Background: an optimization exercise with open tools, aiming at small area and a short achievable clock period. Do not read the settings as production practice. Only simulation tests tie the RTL to the original design; equivalence was not proved. No activity file was given, so power comes from the tool's default toggle rates.

==> run H <==
## divider_top
module divider_top (
    input  wire        clk,
    input  wire [31:0] dividend,
    input  wire [31:0] divisor,
    output reg  [31:0] quotient,
    output reg  [31:0] remainder
);
Settings: LEC_CHECK=0, ABC_AREA=1, CAP_MARGIN=20, CORE_MARGIN=2, CORE_UTILIZATION=40, SLEW_MARGIN=20; clock period 140.0 ns.
standard.sh (not shown) runs the stock make flow with config.mk's settings and CLKGATE_MAP_FILE= SYNTH_SCRIPT=/design/flow/synth_recipe.tcl, a recipe that flattens the netlist after the stock synthesis.
==> flow/flow/run.sh <==
#!/bin/bash
# The standard layout (standard.sh), with ORFS's repair_timing steps asked to
# leave a setup margin of 96 ns, so that they size and buffer the divider's
# critical paths; clock period, constraints and every other step are unchanged.
set -euo pipefail
bash standard.sh SETUP_SLACK_MARGIN=96 finish > standard_make.log 2>&1
==> run Z (differences from run H) <==
==> flow/run.sh (new file) <==
#!/bin/bash
# synth_recipe.tcl (not shown) runs the flow's synth.tcl, then flattens the netlist and writes it again
# the make line also repeats each setting of config.mk as NAME=value (left out here)
make -C /OpenROAD-flow-scripts/flow DESIGN_CONFIG=/design/flow/config.mk WORK_HOME=/design/flow/orfs CLKGATE_MAP_FILE= SYNTH_SCRIPT=/design/flow/synth_recipe.tcl finish
CAP_MARGIN = 80   (was 20)
SLEW_MARGIN = 80   (was 20)
removed: flow/flow/run.sh
removed: flow/standard.sh
==> run summary <==
- Between run Z and run H, the lower critical path depth is in run H (gap 52).
- In synthesized cell count, run H and run Z do not differ.
- Sequential cell count is the same in run Z and run H.
- Against run Z, the non-clock buffer count of run H is higher by 91.
- Combinational power: run Z is lower than run H (about 4%).
- Of run Z and run H, run H has the higher setup slack (gap 3.7 ns).

---

==> 10-25: inputs <==
Starting RTL as in the previous note.
make LEC_CHECK=0 ABC_AREA=1 CAP_MARGIN=20 CORE_MARGIN=2 CORE_UTILIZATION=40 SLEW_MARGIN=20 finish   # period 140.0 ns
run.sh (not shown) runs the stock make flow with config.mk's settings and CLKGATE_MAP_FILE= SYNTH_SCRIPT=/design/flow/synth_recipe.tcl, a recipe that flattens the netlist after the stock synthesis.
Stock flow here: none of the scripts above is used.
==> 01-27: changes against 10-25 <==
==> flow/flow/run.sh (new file) <==
#!/bin/bash
# The standard layout (standard.sh), with ORFS's repair_timing steps asked to
# leave a setup margin of 97 ns and limited to resizing gates and inserting buffers
# (no gate cloning, buffer removal or pin swaps); clock period, constraints and
# every other step are unchanged.
set -euo pipefail
bash standard.sh SETUP_SLACK_MARGIN=97 SETUP_MOVE_SEQUENCE=sizeup,buffer SKIP_GATE_CLONING=1 \
  SKIP_BUFFER_REMOVAL=1 SKIP_PIN_SWAP=1 finish > standard_make.log 2>&1
==> flow/standard.sh (new file) <==
#!/bin/bash
# synth_recipe.tcl (not shown) runs the flow's synth.tcl, then flattens the netlist and writes it again
# the make line also repeats each setting of config.mk as NAME=value (left out here)
make -C /OpenROAD-flow-scripts/flow DESIGN_CONFIG=/design/flow/config.mk WORK_HOME=/design/flow/orfs CLKGATE_MAP_FILE= SYNTH_SCRIPT=/design/flow/synth_recipe.tcl "${@:-finish}"
removed: flow/run.sh
==> comparison table <==
item	10-25	01-27
Run status	finished clean	finished clean
Non-filler cells in the finished layout	9454	9904
Total power divided by cell area	13.47 nW/um2	13.23 nW/um2
Non-clock buffer count in the final layout	203	652
Detail Route met3 WL	15600 um	16520 um
Global Route Usage Sum	0.2924	0.2954
1st-iter DRT viols	4984	5131
Final Total Pwr	0.6162 mW	0.7296 mW
Share of layout cells above drive strength 1	0.1731	0.3451
Post-Layout Inst Area	45760 um2	55160 um2
Routing usage on met1	0.4001	0.4020
Reg2Reg Launch Point	divisor_q[0]	dividend_q[0]
Number of antenna violations at the first check in global routing	7	9
Crit-path max cell delay	830 ps	810 ps
Slack of the worst reg-to-reg path	91240 ps	97220 ps
Combinational Power	0.512 mW	0.625 mW
Post-CTS setup buffer count	0	83
Share of the cycle needed by the critical path after routing	0.3483	0.3056
Logic depth of the worst setup path including buffers	336	309
Register fraction of the total cell area	0.05614	0.04657
Routed WL	174700 um	186400 um
Final antenna diode count	6	7
Ratio of routed vias to standard cells	5.330	5.409
Global-route met3 utilization	0.04689	0.04894
Crit path max fanout	44	43
Worst Hold Path Cells	2	3
Met2 WL	73430 um	80110 um

---

==> job 417 <==
divider_top again, from the RTL that the note above started with.
export LEC_CHECK = 0
export ABC_AREA = 1
export CAP_MARGIN = 20
export CORE_MARGIN = 2
export CORE_UTILIZATION = 40
export SLEW_MARGIN = 20
create_clock -name core_clock -period 140.0 [get_ports {clk}]
standard.sh (not shown) runs the stock make flow with config.mk's settings and CLKGATE_MAP_FILE= SYNTH_SCRIPT=/design/flow/synth_recipe.tcl, a recipe that flattens the netlist after the stock synthesis.
==> flow/flow/run.sh <==
#!/bin/bash
# The standard layout (standard.sh), with ORFS's repair_timing steps asked to
# leave a setup margin of 99 ns and limited to resizing gates (no buffering,
# cloning, buffer removal or pin swaps), so the netlist's structure stays that of
# the standard synthesis; clock period, constraints and every other step are unchanged.
set -euo pipefail
bash standard.sh SETUP_SLACK_MARGIN=99 SETUP_MOVE_SEQUENCE=sizeup SKIP_GATE_CLONING=1 \
  SKIP_BUFFER_REMOVAL=1 SKIP_PIN_SWAP=1 finish > standard_make.log 2>&1
==> job 4471 (differences from job 417) <==
==> flow/run.sh (new file) <==
#!/bin/bash
# synth_recipe.tcl (not shown) runs the flow's synth.tcl, then flattens the netlist and writes it again
# the make line also repeats each setting of config.mk as NAME=value (left out here)
make -C /OpenROAD-flow-scripts/flow DESIGN_CONFIG=/design/flow/config.mk WORK_HOME=/design/flow/orfs CLKGATE_MAP_FILE= SYNTH_SCRIPT=/design/flow/synth_recipe.tcl finish
--- a/flow/config.mk
+++ b/flow/config.mk
@@ -8,5 +8,5 @@
 export ABC_AREA = 1
-export CAP_MARGIN = 20
+export CAP_MARGIN = 50
 export CORE_MARGIN = 2
 export CORE_UTILIZATION = 40
-export SLEW_MARGIN = 20
+export SLEW_MARGIN = 50
removed: flow/flow/run.sh
removed: flow/standard.sh
==> summary.md <==
| Metric | Value |
|---|---|
| Gr usage total | `between 20% and 30%` |
| Area delta synth->final | `0.968%` |
| Slew @ Worst Pin | `0.811 ns` |
| R2r endpoint | `remainder[31]` |
| Final worst path period need | `47.68 ns` |
| Most frequent cells in the layout | `nand2_1, nand3_1, inv_1` |
| Comb pwr share | `about 83%` |
| Vias in the first global route | `approximately 45000` |
| Met1 WL | `slightly below 80 mm` |
| Outcome | `finished clean` |
The numbers above come from job 4471.

==> summary.md <==
| Metric | Value |
|---|---|
| R2r endpoint | `quotient[31]` |
| Met1 WL | `78.3 mm` |
| Outcome | `finished clean` |
| Area delta synth->final | `10.4%` |
| Gr usage total | `between 20 and 30%` |
| Most frequent cells in the layout | `nand2_1, inv_1, nand3_1` |
The numbers above come from job 417.

[re-timing with driven ports]
In the flow no input, the clock included, has a driving cell. The finished layouts below were timed again as built, in two steps.
Step 1: set_driving_cell puts a clkbuf_16 on clk and a buf_2 on each other input, an assumption about the parent block.
Step 2 times the ports against the registers' clock, not the clock port: input delays grow and output delays shrink by t, the midpoint of the rising clock arrivals with the driver on.
a / b / c = ideal / step 1 / step 2; a / b = the first two.
run	t, ns	slack for setup (ns)	worst setup path after step 2	latest minus earliest clock arrival (ns)
run H	0.605	98.630 / 98.630 / 98.630	register to register	0.034 / 0.034
run Z	0.599	94.923 / 94.923 / 94.923	register to register	0.041 / 0.040
10-25	0.604	91.242 / 91.242 / 91.242	register to register	0.031 / 0.032
01-27	0.607	97.216 / 97.216 / 97.216	register to register	0.031 / 0.031
job 417	0.607	95.832 / 95.832 / 95.832	register to register	0.033 / 0.033
job 4471	0.599	92.321 / 92.321 / 92.321	register to register	0.029 / 0.029
After both steps setup and hold are still met in every run listed.
